Source: an optimization exercise on an open RTL-to-GDS flow (aim: small area, a short achievable clock period and few clock cycles). Production flows keep margins and buffers that such runs may drop.
Where RTL was checked, it was by simulation tests only, not by an equivalence proof against the original.
Power figures rest on the tool's default switching activity, not on a simulated workload.

==> module coprocessador, before the edit <==
module coprocessador(
	instruction,
	clk,
	rst,
	wr,
	dataOut,
	incorrect_addr_flag,
	overflow_flag,
	done_flag
);
	input [17:0] instruction;
	input clk, rst, wr;
	output reg [7:0] dataOut;
	output reg incorrect_addr_flag;
	output overflow_flag;
	output done_flag;
	localparam NOP = 3'b000, LOAD = 3'b001, STORE = 3'b010, ADD = 3'b011,
	           SUB = 3'b100, MULE = 3'b101, MULM = 3'b110, RST = 3'b111;
	wire [2:0] opcode = instruction[2:0];
	reg armed;         
	reg done;
	reg [17:0] ir;     
	reg ir_wr;
	reg st_pend;       
	reg clr_pend;      
	reg czero;         
	reg rst_q;         
	reg go_pend;       
	reg ovf;
	wire start = armed & (opcode != NOP) & ~rst;
	wire op_in = (opcode == ADD) | (opcode == SUB) | (opcode == MULE) | (opcode == MULM);
	wire start_op = start & op_in;
	assign done_flag = done;
	assign overflow_flag = ovf;
	reg is_mulm, is_mule, is_add, is_sub;
	wire [7:0] scal = ir[10:3];    
	reg act1;                  
	reg [4:0] j1, k1;          
	reg [7:0] xq [0:4];
	reg [7:0] yq;
	wire busy = act1;
	wire last1 = is_mulm ? (j1[4] & k1[4]) : j1[4];
	wire first1 = ~is_mulm | k1[0];
	wire [4:0] kn = is_mulm ? {k1[3:0], k1[4]} : 5'b00001;
	wire [4:0] jn = (is_mulm & ~k1[4]) ? j1 : {j1[3:0], j1[4]};
	always @(posedge clk) begin
		ir <= instruction;
		ir_wr <= wr;
		rst_q <= rst;
		if (rst) begin
			armed <= 1'b1;
			done <= 1'b0;
			st_pend <= 1'b0;
			clr_pend <= 1'b0;
			act1 <= 1'b0;
			go_pend <= 1'b0;
		end else begin
			armed <= (opcode == NOP);
			st_pend <= start & (opcode == STORE);
			clr_pend <= start & (opcode == RST);
			if (start) begin
				done <= ~op_in;
			end else if (act1 & last1) begin
				done <= 1'b1;
			end
			go_pend <= start_op & rst_q;
			if ((start_op & ~rst_q) | go_pend) begin
				act1 <= 1'b1;
			end else if (last1) begin
				act1 <= 1'b0;
			end
		end
		if (~busy & ~go_pend) begin
			is_mulm <= (opcode == MULM);
			is_mule <= (opcode == MULE);
			is_add <= (opcode == ADD);
			is_sub <= (opcode == SUB);
		end
		if (act1) begin
			j1 <= jn;
			k1 <= kn;
			sb <= (is_mulm & kn[4]) ? {jn[3:0], jn[4]} : jn;
		end else begin
			j1 <= 5'b00001;
			k1 <= 5'b00001;
			sb <= 5'b00001;
		end
	end
	wire ld_in = (opcode == LOAD);
	wire st_in = (opcode == STORE);
	wire bad_in = ld_in ? ((instruction[5:3] > 3'd4) | (instruction[8:6] > 3'd4)) :
	                      ((instruction[6:4] > 3'd4) | (instruction[9:7] > 3'd4));
	always @(posedge clk) begin
		incorrect_addr_flag <= ((ld_in | st_in) & bad_in) | ((opcode == NOP) & incorrect_addr_flag);
	end
	reg [7:0] A [0:4][0:4];
	reg [7:0] B [0:4][0:4];
	wire clear = rst_q | clr_pend;
	wire [7:0] wdata = ir[17:10] & {8{~clear}};
	wire st_ok = st_pend & ir_wr;
	genvar r, c;
	generate
		for (r = 0; r < 5; r = r + 1) begin : gr
			for (c = 0; c < 5; c = c + 1) begin : gc
				wire hit = st_ok & (ir[9:7] == r) & (ir[6:4] == c);
				always @(posedge clk) begin
					if (clear | (hit & ~ir[3])) A[r][c] <= wdata;
					if (clear | (hit & ir[3])) B[r][c] <= wdata;
				end
			end
		end
	endgenerate
	reg [7:0] C [0:4][0:4];
	always @(posedge clk) begin
		if (rst | (start & (opcode == RST))) czero <= 1'b1;
		else if (act1) czero <= 1'b0;
	end
	wire [4:0] lrow, lcol;
	generate
		for (c = 0; c < 5; c = c + 1) begin : ld
			assign lrow[c] = (instruction[8:6] == c);
			assign lcol[c] = (instruction[5:3] == c);
		end
	endgenerate
	wire [4:0] lrowg = lrow & {5{ld_in & ~czero}};
	reg [7:0] lrowv [0:4];
	reg [7:0] lval;
	integer i, k;
	always @(*) begin
		lval = dataOut & {8{opcode == NOP}};
		for (i = 0; i < 5; i = i + 1) begin
			lrowv[i] = 8'd0;
			for (k = 0; k < 5; k = k + 1)
				lrowv[i] = lrowv[i] | (C[i][k] & {8{lcol[k]}});
			lval = lval | (lrowv[i] & {8{lrowg[i]}});
		end
	end
	always @(posedge clk) begin
		dataOut <= lval;
	end
	wire [4:0] sa = ~act1 ? 5'b00001 : is_mulm ? kn : jn;    
	reg [4:0] sb;
	reg [7:0] acol [0:4];
	reg [7:0] bcol [0:4];
	reg [7:0] bnext;
	always @(*) begin
		bnext = 8'd0;
		for (i = 0; i < 5; i = i + 1) begin
			acol[i] = 8'd0;
			bcol[i] = 8'd0;
			for (k = 0; k < 5; k = k + 1) begin
				acol[i] = acol[i] | (A[i][k] & {8{sa[k]}});
				bcol[i] = bcol[i] | (B[i][k] & {8{sb[k]}});
			end
			bnext = bnext | (bcol[i] & {8{kn[i]}});
		end
	end
	always @(posedge clk) begin
		for (i = 0; i < 5; i = i + 1) xq[i] <= acol[i];
		if (~act1)
			yq <= (opcode == MULM) ? B[0][0] : (opcode == MULE) ? instruction[10:3] : 8'd1;
		else
			yq <= is_mulm ? bnext : is_mule ? scal : 8'd1;
	end
	wire [4:0] mov;
	wire [7:0] prod [0:4];
	wire [4:0] aov;
	wire [4:0] b80;
	generate
		for (r = 0; r < 5; r = r + 1) begin : lane
			mul8bc2 m(xq[r], yq, prod[r], mov[r]);
			wire [7:0] left = is_mulm ? (first1 ? 8'd0 : C[r][4]) :
			                  is_add ? bcol[r] : is_sub ? ~bcol[r] : 8'd0;
			wire [7:0] sum = left + prod[r] + {7'd0, is_sub};
			assign aov[r] = (left[7] == prod[r][7]) & (sum[7] != left[7]);
			assign b80[r] = is_sub & (bcol[r] == 8'h80);
			always @(posedge clk) begin
				if (act1) begin
					if (first1) begin
						C[r][0] <= C[r][1];
						C[r][1] <= C[r][2];
						C[r][2] <= C[r][3];
						C[r][3] <= C[r][4];
					end
					C[r][4] <= sum;
				end
			end
		end
	endgenerate
	always @(posedge clk) begin
		if (start_op) ovf <= 1'b0;
		else if (act1) ovf <= ovf | (|mov) | (|aov) | (|b80);
	end
endmodule
==> flow/config.mk <==
export PLATFORM = sky130hd
export DESIGN_NAME = coprocessador
export DESIGN_NICKNAME = coprocessador
export VERILOG_FILES = /design/flow/design.v
export SDC_FILE = /design/flow/constraint.sdc
export NUM_CORES = 8
export LEC_CHECK = 0
export CAP_MARGIN = 40
export CORE_MARGIN = 2
export CORE_UTILIZATION = 65
export CTS_BUF_LIST = sky130_fd_sc_hd__clkbuf_8 sky130_fd_sc_hd__clkbuf_16
export CTS_CLUSTER_DIAMETER = 60
export CTS_CLUSTER_SIZE = 30
export PLACE_DENSITY = 0.75
export SLEW_MARGIN = 40
==> flow/constraint.sdc <==
create_clock -name core_clock -period 20.0 [get_ports {clk}]
set_input_delay 4.0000 -clock core_clock [delete_from_list [all_inputs] [get_ports {clk}]]
set_output_delay 4.0000 -clock core_clock [all_outputs]
set_load 0.01 [all_outputs]
standard.sh (not shown) runs the stock make flow with config.mk's settings and CLKGATE_MAP_FILE= SYNTH_SCRIPT=/design/flow/synth_recipe.tcl, a recipe that flattens the netlist after the stock synthesis.
==> flow/flow/run.sh <==
#!/bin/bash
# The standard layout with these changes:
#  - after the standard synthesis, its combinational logic is mapped again by
#    abc with an area-recovering script (flow/reabc.tcl, flow/area.abc); the
#    flip-flops, tie cells and adder cells stay as the standard synthesis made
#    them, with their names;
#  - plain buffers (instead of delay cells) on the ports;
#  - a clock tree without dummy loads.
set -euo pipefail
R="$PWD/orfs/results/${FLOW_PLATFORM}/coprocessador/base"
CTS='-sink_clustering_enable -repair_clock_nets -sink_clustering_size 30 -sink_clustering_max_diameter 60 -buf_list {sky130_fd_sc_hd__clkbuf_8 sky130_fd_sc_hd__clkbuf_16} -dont_use_dummy_load'
ARGS=(SETUP_SLACK_MARGIN=15 'BUFFER_PORTS_ARGS=-buffer_cell sky130_fd_sc_hd__buf_4' "CTS_ARGS=$CTS")
bash standard.sh "${ARGS[@]}" "$R/1_2_yosys.v" > flow_synth.log 2>&1
cp "$R/1_2_yosys.v" "$R/1_2_yosys_standard.v"
REABC_LIB="${FLOW_HOME}/platforms/${FLOW_PLATFORM}/lib/sky130_fd_sc_hd__tt_025C_1v80.lib" \
REABC_IN="$R/1_2_yosys_standard.v" REABC_OUT="$R/1_2_yosys.v" REABC_TOP="$FLOW_TOP" \
REABC_SCRIPT="$PWD/flow/area.abc" \
  yosys -c flow/reabc.tcl > flow_reabc.log 2>&1
bash standard.sh "${ARGS[@]}" finish > flow_make.log 2>&1
Other scripts of this flow, unchanged in this note and not shown: flow/flow/area.abc, flow/flow/reabc.tcl
The baseline finished with timing, DRC and antenna clean.
Next try:
--- a/flow/design.v
+++ b/flow/design.v
@@ -177,17 +177,15 @@
 			is_add <= (opcode == ADD);
 			is_sub <= (opcode == SUB);
 		end
 		if (act1) begin
 			j1 <= jn;
 			k1 <= kn;
-			sb <= (is_mulm & kn[4]) ? {jn[3:0], jn[4]} : jn;
 		end else begin
 			j1 <= 5'b00001;
 			k1 <= 5'b00001;
-			sb <= 5'b00001;
 		end
 	end
 	wire ld_in = (opcode == LOAD);
 	wire st_in = (opcode == STORE);
 	wire bad_in = ld_in ? ((instruction[5:3] > 3'd4) | (instruction[8:6] > 3'd4)) :
 	                      ((instruction[6:4] > 3'd4) | (instruction[9:7] > 3'd4));
@@ -237,13 +235,13 @@
 		end
 	end
 	always @(posedge clk) begin
 		dataOut <= lval;
 	end
 	wire [4:0] sa = ~act1 ? 5'b00001 : is_mulm ? kn : jn;    
-	reg [4:0] sb;
+	wire [4:0] sb = is_mulm ? jn : j1;                       
 	reg [7:0] acol [0:4];
 	reg [7:0] bcol [0:4];
 	reg [7:0] bnext;
 	always @(*) begin
 		bnext = 8'd0;
 		for (i = 0; i < 5; i = i + 1) begin
What happened: The new run completed with no timing, DRC or antenna violations; sequential cell count drops by 5; critical path depth came out higher by 13; utilization drops by 0.87 points; non-clock buffer count decreases by 24; first-iteration DRC count falls by about 1.5%; worst setup slack gains 0.11 ns; count of clock-buffer cells in the layout does not change; global-route usage is higher by 0.25 points; clock power fell by about 1%; wire length falls by 2.9%; total power came out lower by 1.5%.
No run of this note included a check of the RTL's function; only the layout flow was run.

========
Setup of old:
The RTL this note starts from:
==> flow/design.v <==
module mul8bc2(a, b, p, ovf);
	input  [7:0] a, b;
	output [7:0] p;
	output ovf;
	wire t1 = a[0] & b[0];
	wire t2 = a[0] & b[1];
	wire t3 = a[0] & b[2];
	wire t4 = a[0] & b[3];
	wire t5 = a[0] & b[4];
	wire t6 = a[0] & b[5];
	wire t7 = a[0] & b[6];
	wire t8 = a[0] & b[7];
	wire t9 = a[1] & b[0];
	wire t10 = a[1] & b[1];
	wire t11 = a[1] & b[2];
	wire t12 = a[1] & b[3];
	wire t13 = a[1] & b[4];
	wire t14 = a[1] & b[5];
	wire t15 = a[1] & b[6];
	wire t16 = a[2] & b[0];
	wire t17 = a[2] & b[1];
	wire t18 = a[2] & b[2];
	wire t19 = a[2] & b[3];
	wire t20 = a[2] & b[4];
	wire t21 = a[2] & b[5];
	wire t22 = a[3] & b[0];
	wire t23 = a[3] & b[1];
	wire t24 = a[3] & b[2];
	wire t25 = a[3] & b[3];
	wire t26 = a[3] & b[4];
	wire t27 = a[4] & b[0];
	wire t28 = a[4] & b[1];
	wire t29 = a[4] & b[2];
	wire t30 = a[4] & b[3];
	wire t31 = a[5] & b[0];
	wire t32 = a[5] & b[1];
	wire t33 = a[5] & b[2];
	wire t34 = a[6] & b[0];
	wire t35 = a[6] & b[1];
	wire t36 = a[7] & b[0];
	wire t37 = t7 ^ t14;
	wire t38 = t7 & t14;
	wire t39 = t8 ^ t15 ^ t21;
	wire t40 = t26 ^ t30;
	wire t41 = t5 ^ t12;
	wire t42 = t5 & t12;
	wire t43 = t6 ^ t13 ^ t19;
	wire t44 = (t6 & t13) | (t6 & t19) | (t13 & t19);
	wire t45 = t24 ^ t28;
	wire t46 = t24 & t28;
	wire t47 = t20 ^ t25 ^ t29;
	wire t48 = (t20 & t25) | (t20 & t29) | (t25 & t29);
	wire t49 = t32 ^ t34 ^ t37;
	wire t50 = (t32 & t34) | (t32 & t37) | (t34 & t37);
	wire t51 = t33 ^ t35 ^ t36;
	wire t52 = t39 ^ t40 ^ t38;
	wire t53 = t4 ^ t11;
	wire t54 = t4 & t11;
	wire t55 = t18 ^ t23 ^ t27;
	wire t56 = (t18 & t23) | (t18 & t27) | (t23 & t27);
	wire t57 = t31 ^ t43 ^ t45;
	wire t58 = (t31 & t43) | (t31 & t45) | (t43 & t45);
	wire t59 = t47 ^ t49 ^ t44;
	wire t60 = (t47 & t49) | (t47 & t44) | (t49 & t44);
	wire t61 = t51 ^ t52 ^ t48;
	wire t62 = t3 ^ t10;
	wire t63 = t3 & t10;
	wire t64 = t17 ^ t22 ^ t53;
	wire t65 = (t17 & t22) | (t17 & t53) | (t22 & t53);
	wire t66 = t41 ^ t55 ^ t54;
	wire t67 = (t41 & t55) | (t41 & t54) | (t55 & t54);
	wire t68 = t42 ^ t57 ^ t56;
	wire t69 = (t42 & t57) | (t42 & t56) | (t57 & t56);
	wire t70 = t46 ^ t59 ^ t58;
	wire t71 = (t46 & t59) | (t46 & t58) | (t59 & t58);
	wire t72 = t50 ^ t61 ^ t60;
	wire [7:0] ra = {t72, t70, t68, t66, t64, t16, t2, t1};
	wire [7:0] rb = {t71, t69, t67, t65, t63, t62, t9, 1'b0};
	assign p = ra + rb;
	wire [6:0] da = a[7:1] ^ a[6:0];
	wire [6:0] db = b[7:1] ^ b[6:0];
	wire [8:0] ga, gb;
	genvar n;
	generate
		for (n = 0; n < 9; n = n + 1) begin : th
			if (n < 2) begin : lo
				assign ga[n] = 1'b1;
				assign gb[n] = 1'b1;
			end else begin : hi
				assign ga[n] = |da[6:n-2];
				assign gb[n] = |db[6:n-2];
			end
		end
	endgenerate
	wire [8:0] hb = gb & ~{1'b0, gb[8:1]};
	wire ge11 = |(hb[8:3] & {ga[3], ga[4], ga[5], ga[6], ga[7], ga[8]});
	wire ge10 = |(hb[8:2] & {ga[2], ga[3], ga[4], ga[5], ga[6], ga[7], ga[8]});
	wire ge9  = |(hb[8:1] & {ga[1], ga[2], ga[3], ga[4], ga[5], ga[6], ga[7], ga[8]});
	wire sgn = a[7] ^ b[7];
	assign ovf = ge11 | (ge10 & ((p[7] ^ sgn) | (p == 8'd0))) | (ge9 & ~sgn & (p == 8'h80));
endmodule
module coprocessador(
	instruction,
	clk,
	rst,
	wr,
	dataOut,
	incorrect_addr_flag,
	overflow_flag,
	done_flag
);
	input [17:0] instruction;
	input clk, rst, wr;
	output reg [7:0] dataOut;
	output reg incorrect_addr_flag;
	output overflow_flag;
	output done_flag;
	localparam NOP = 3'b000, LOAD = 3'b001, STORE = 3'b010, ADD = 3'b011,
	           SUB = 3'b100, MULE = 3'b101, MULM = 3'b110, RST = 3'b111;
	wire [2:0] opcode = instruction[2:0];
	reg armed;         
	reg done;
	reg [17:0] ir;     
	reg ir_wr;
	reg st_pend;       
	reg clr_pend;      
	reg czero;         
	reg rst_q;         
	reg go_pend;       
	reg ovf;
	wire start = armed & (opcode != NOP) & ~rst;
	wire op_in = (opcode == ADD) | (opcode == SUB) | (opcode == MULE) | (opcode == MULM);
	wire start_op = start & op_in;
	assign done_flag = done;
	assign overflow_flag = ovf;
	reg is_mulm, is_mule, is_add, is_sub;
	wire [7:0] scal = ir[10:3];    
	reg act1;                  
	reg [4:0] j1, k1;          
	reg [7:0] xq [0:4];
	reg [7:0] yq;
	wire busy = act1;
	wire last1 = is_mulm ? (j1[4] & k1[4]) : j1[4];
	wire first1 = ~is_mulm | k1[0];
	wire [4:0] kn = is_mulm ? {k1[3:0], k1[4]} : 5'b00001;
	wire [4:0] jn = (is_mulm & ~k1[4]) ? j1 : {j1[3:0], j1[4]};
	always @(posedge clk) begin
		ir <= instruction;
		ir_wr <= wr;
		rst_q <= rst;
		if (rst) begin
			armed <= 1'b1;
			done <= 1'b0;
			st_pend <= 1'b0;
			clr_pend <= 1'b0;
			act1 <= 1'b0;
			go_pend <= 1'b0;
		end else begin
			armed <= (opcode == NOP);
			st_pend <= start & (opcode == STORE);
			clr_pend <= start & (opcode == RST);
			if (start) begin
				done <= ~op_in;
			end else if (act1 & last1) begin
				done <= 1'b1;
			end
			go_pend <= start_op & rst_q;
			if ((start_op & ~rst_q) | go_pend) begin
				act1 <= 1'b1;
			end else if (last1) begin
				act1 <= 1'b0;
			end
		end
		if (~busy & ~go_pend) begin
			is_mulm <= (opcode == MULM);
			is_mule <= (opcode == MULE);
			is_add <= (opcode == ADD);
			is_sub <= (opcode == SUB);
		end
		if (act1) begin
			j1 <= jn;
			k1 <= kn;
		end else begin
			j1 <= 5'b00001;
			k1 <= 5'b00001;
		end
	end
	wire ld_go = start & (opcode == LOAD);
	wire st_go = start & (opcode == STORE);
	wire bad_in = (opcode == LOAD) ? ((instruction[5:3] > 3'd4) | (instruction[8:6] > 3'd4)) :
	                                 ((instruction[6:4] > 3'd4) | (instruction[9:7] > 3'd4));
	always @(posedge clk) begin
		incorrect_addr_flag <= ((ld_go | st_go) & bad_in) | (~start & incorrect_addr_flag);
	end
	reg [7:0] A [0:4][0:4];
	reg [7:0] B [0:4][0:4];
	wire clear = rst_q | clr_pend;
	wire [7:0] wdata = ir[17:10] & {8{~clear}};
	wire st_ok = st_pend & ir_wr;
	genvar r, c;
	generate
		for (r = 0; r < 5; r = r + 1) begin : gr
			for (c = 0; c < 5; c = c + 1) begin : gc
				wire hit = st_ok & (ir[9:7] == r) & (ir[6:4] == c);
				always @(posedge clk) begin
					if (clear | (hit & ~ir[3])) A[r][c] <= wdata;
					if (clear | (hit & ir[3])) B[r][c] <= wdata;
				end
			end
		end
	endgenerate
	reg [7:0] C [0:4][0:4];
	always @(posedge clk) begin
		if (rst | (start & (opcode == RST))) czero <= 1'b1;
		else if (act1) czero <= 1'b0;
	end
	wire [4:0] lrow, lcol;
	generate
		for (c = 0; c < 5; c = c + 1) begin : ld
			assign lrow[c] = (instruction[8:6] == c);
			assign lcol[c] = (instruction[5:3] == c);
		end
	endgenerate
	wire [4:0] lrowg = lrow & {5{ld_go & ~czero}};
	reg [7:0] lrowv [0:4];
	reg [7:0] lval;
	integer i, k;
	always @(*) begin
		lval = dataOut & {8{~start}};
		for (i = 0; i < 5; i = i + 1) begin
			lrowv[i] = 8'd0;
			for (k = 0; k < 5; k = k + 1)
				lrowv[i] = lrowv[i] | (C[i][k] & {8{lcol[k]}});
			lval = lval | (lrowv[i] & {8{lrowg[i]}});
		end
	end
	always @(posedge clk) begin
		dataOut <= lval;
	end
	wire [4:0] sa = ~act1 ? 5'b00001 : is_mulm ? kn : jn;    
	wire [4:0] sb = is_mulm ? jn : j1;                       
	reg [7:0] acol [0:4];
	reg [7:0] bcol [0:4];
	reg [7:0] bnext;
	always @(*) begin
		bnext = 8'd0;
		for (i = 0; i < 5; i = i + 1) begin
			acol[i] = 8'd0;
			bcol[i] = 8'd0;
			for (k = 0; k < 5; k = k + 1) begin
				acol[i] = acol[i] | (A[i][k] & {8{sa[k]}});
				bcol[i] = bcol[i] | (B[i][k] & {8{sb[k]}});
			end
			bnext = bnext | (bcol[i] & {8{kn[i]}});
		end
	end
	always @(posedge clk) begin
		for (i = 0; i < 5; i = i + 1) xq[i] <= acol[i];
		if (~act1)
			yq <= (opcode == MULM) ? B[0][0] : (opcode == MULE) ? instruction[10:3] : 8'd1;
		else
			yq <= is_mulm ? bnext : is_mule ? scal : 8'd1;
	end
	wire [4:0] mov;
	wire [7:0] prod [0:4];
	wire [4:0] aov;
	wire [4:0] b80;
	generate
		for (r = 0; r < 5; r = r + 1) begin : lane
			mul8bc2 m(xq[r], yq, prod[r], mov[r]);
			wire [7:0] left = is_mulm ? (first1 ? 8'd0 : C[r][4]) :
			                  is_add ? bcol[r] : is_sub ? ~bcol[r] : 8'd0;
			wire [7:0] sum = left + prod[r] + {7'd0, is_sub};
			assign aov[r] = (left[7] == prod[r][7]) & (sum[7] != left[7]);
			assign b80[r] = is_sub & (bcol[r] == 8'h80);
			always @(posedge clk) begin
				if (act1) begin
					if (first1) begin
						C[r][0] <= C[r][1];
						C[r][1] <= C[r][2];
						C[r][2] <= C[r][3];
						C[r][3] <= C[r][4];
					end
					C[r][4] <= sum;
				end
			end
		end
	endgenerate
	always @(posedge clk) begin
		if (start_op) ovf <= 1'b0;
		else if (act1) ovf <= ovf | (|mov) | (|aov) | (|b80);
	end
endmodule
export LEC_CHECK = 0
export CAP_MARGIN = 40
export CORE_MARGIN = 2
export CORE_UTILIZATION = 65
export CTS_BUF_LIST = sky130_fd_sc_hd__clkbuf_8 sky130_fd_sc_hd__clkbuf_16
export CTS_CLUSTER_DIAMETER = 60
export CTS_CLUSTER_SIZE = 30
export PLACE_DENSITY = 0.75
export SLEW_MARGIN = 40
create_clock -name core_clock -period 20.0 [get_ports {clk}]
==> flow/flow/run.sh <==
#!/bin/bash
# Standard layout (standard synthesis, standard steps), with timing repair
# aimed at a setup slack of SETUP_SLACK_MARGIN ns at the design's clock
# period, plain buffers (instead of delay cells) on the ports, and a clock
# tree without dummy loads.
set -euo pipefail
CTS='-sink_clustering_enable -repair_clock_nets -sink_clustering_size 30 -sink_clustering_max_diameter 60 -buf_list {sky130_fd_sc_hd__clkbuf_8 sky130_fd_sc_hd__clkbuf_16} -dont_use_dummy_load'
bash standard.sh SETUP_SLACK_MARGIN=15 'BUFFER_PORTS_ARGS=-buffer_cell sky130_fd_sc_hd__buf_4' "CTS_ARGS=$CTS" finish > flow_make.log 2>&1
Testbench counts of old, summed over its fixed seeds: cycles 27,000.
#### Input delta (new over old)
diff --git a/flow/design.v b/flow/design.v
--- a/flow/design.v
+++ b/flow/design.v
@@ -181,15 +181,17 @@
 			j1 <= jn;
 			k1 <= kn;
+			sb <= (is_mulm & kn[4]) ? {jn[3:0], jn[4]} : jn;
 		end else begin
 			j1 <= 5'b00001;
 			k1 <= 5'b00001;
-		end
-	end
-	wire ld_go = start & (opcode == LOAD);
-	wire st_go = start & (opcode == STORE);
-	wire bad_in = (opcode == LOAD) ? ((instruction[5:3] > 3'd4) | (instruction[8:6] > 3'd4)) :
-	                                 ((instruction[6:4] > 3'd4) | (instruction[9:7] > 3'd4));
-	always @(posedge clk) begin
-		incorrect_addr_flag <= ((ld_go | st_go) & bad_in) | (~start & incorrect_addr_flag);
+			sb <= 5'b00001;
+		end
+	end
+	wire ld_in = (opcode == LOAD);
+	wire st_in = (opcode == STORE);
+	wire bad_in = ld_in ? ((instruction[5:3] > 3'd4) | (instruction[8:6] > 3'd4)) :
+	                      ((instruction[6:4] > 3'd4) | (instruction[9:7] > 3'd4));
+	always @(posedge clk) begin
+		incorrect_addr_flag <= ((ld_in | st_in) & bad_in) | ((opcode == NOP) & incorrect_addr_flag);
 	end
 	reg [7:0] A [0:4][0:4];
@@ -222,10 +224,10 @@
 		end
 	endgenerate
-	wire [4:0] lrowg = lrow & {5{ld_go & ~czero}};
+	wire [4:0] lrowg = lrow & {5{ld_in & ~czero}};
 	reg [7:0] lrowv [0:4];
 	reg [7:0] lval;
 	integer i, k;
 	always @(*) begin
-		lval = dataOut & {8{~start}};
+		lval = dataOut & {8{opcode == NOP}};
 		for (i = 0; i < 5; i = i + 1) begin
 			lrowv[i] = 8'd0;
@@ -239,5 +241,5 @@
 	end
 	wire [4:0] sa = ~act1 ? 5'b00001 : is_mulm ? kn : jn;    
-	wire [4:0] sb = is_mulm ? jn : j1;                       
+	reg [4:0] sb;
 	reg [7:0] acol [0:4];
 	reg [7:0] bcol [0:4];
==> run summary <==
new reached the end of the flow, and the finished layout is clean on the timing, DRC and antenna checks. Taking old as the reference point, the number of sinks on the clock net of new rises by 5. Between new and old, the difference in detailed-route vias per instance is negligible. Total of fill cells in the finished design came out higher on new than on old. Reported for new and old, count of final hold-check violations turned out identical to the last digit. Compared with old, in new switching share of power shows a reduction of 2.0 points; complex-gate fraction of the synthesized area went up 0.19 points; post-route cell area has decreased. On fraction of power consumed by combinational cells, the higher figure sits with old, not new. Against old, new reports a global-route usage that is lower.
Only the layout flow was run in new; the RTL was not checked for function there.

==> port drivers added, routing unchanged <==
The results above use ideal ports. As a check the final layouts listed here were re-extracted and re-timed, cells and wires unchanged.
Step 1, drivers: a clkbuf_16 drives clk and a buf_2 each remaining input, both assumed.
Step 2 times the ports against the registers' clock, not the clock port: input delays grow and output delays shrink by t, the midpoint of the rising clock arrivals with the driver on.
Three values: ideal ports, drivers, drivers and shift; two values: the first two.
run	shift t [ns]	setup WS [ns]	hold WS [ns]	latest minus earliest clock arrival (ns)
the first run of note 1	0.634	14.762 / 14.674 / 14.039	0.372 / 0.372 / 0.372	0.121 / 0.121
the second run of note 1	0.629	14.874 / 14.809 / 14.180	0.399 / 0.399 / 0.399	0.132 / 0.133
old	0.629	14.895 / 14.697 / 14.068	0.408 / 0.408 / 0.408	0.106 / 0.105
new	0.652	14.921 / 14.825 / 14.173	0.437 / 0.437 / 0.437	0.074 / 0.075
After both steps every run listed still meets setup and hold. For old, which loses most, drivers alone change the setup slack by -0.198 ns; drivers and shift together by -0.827 ns.
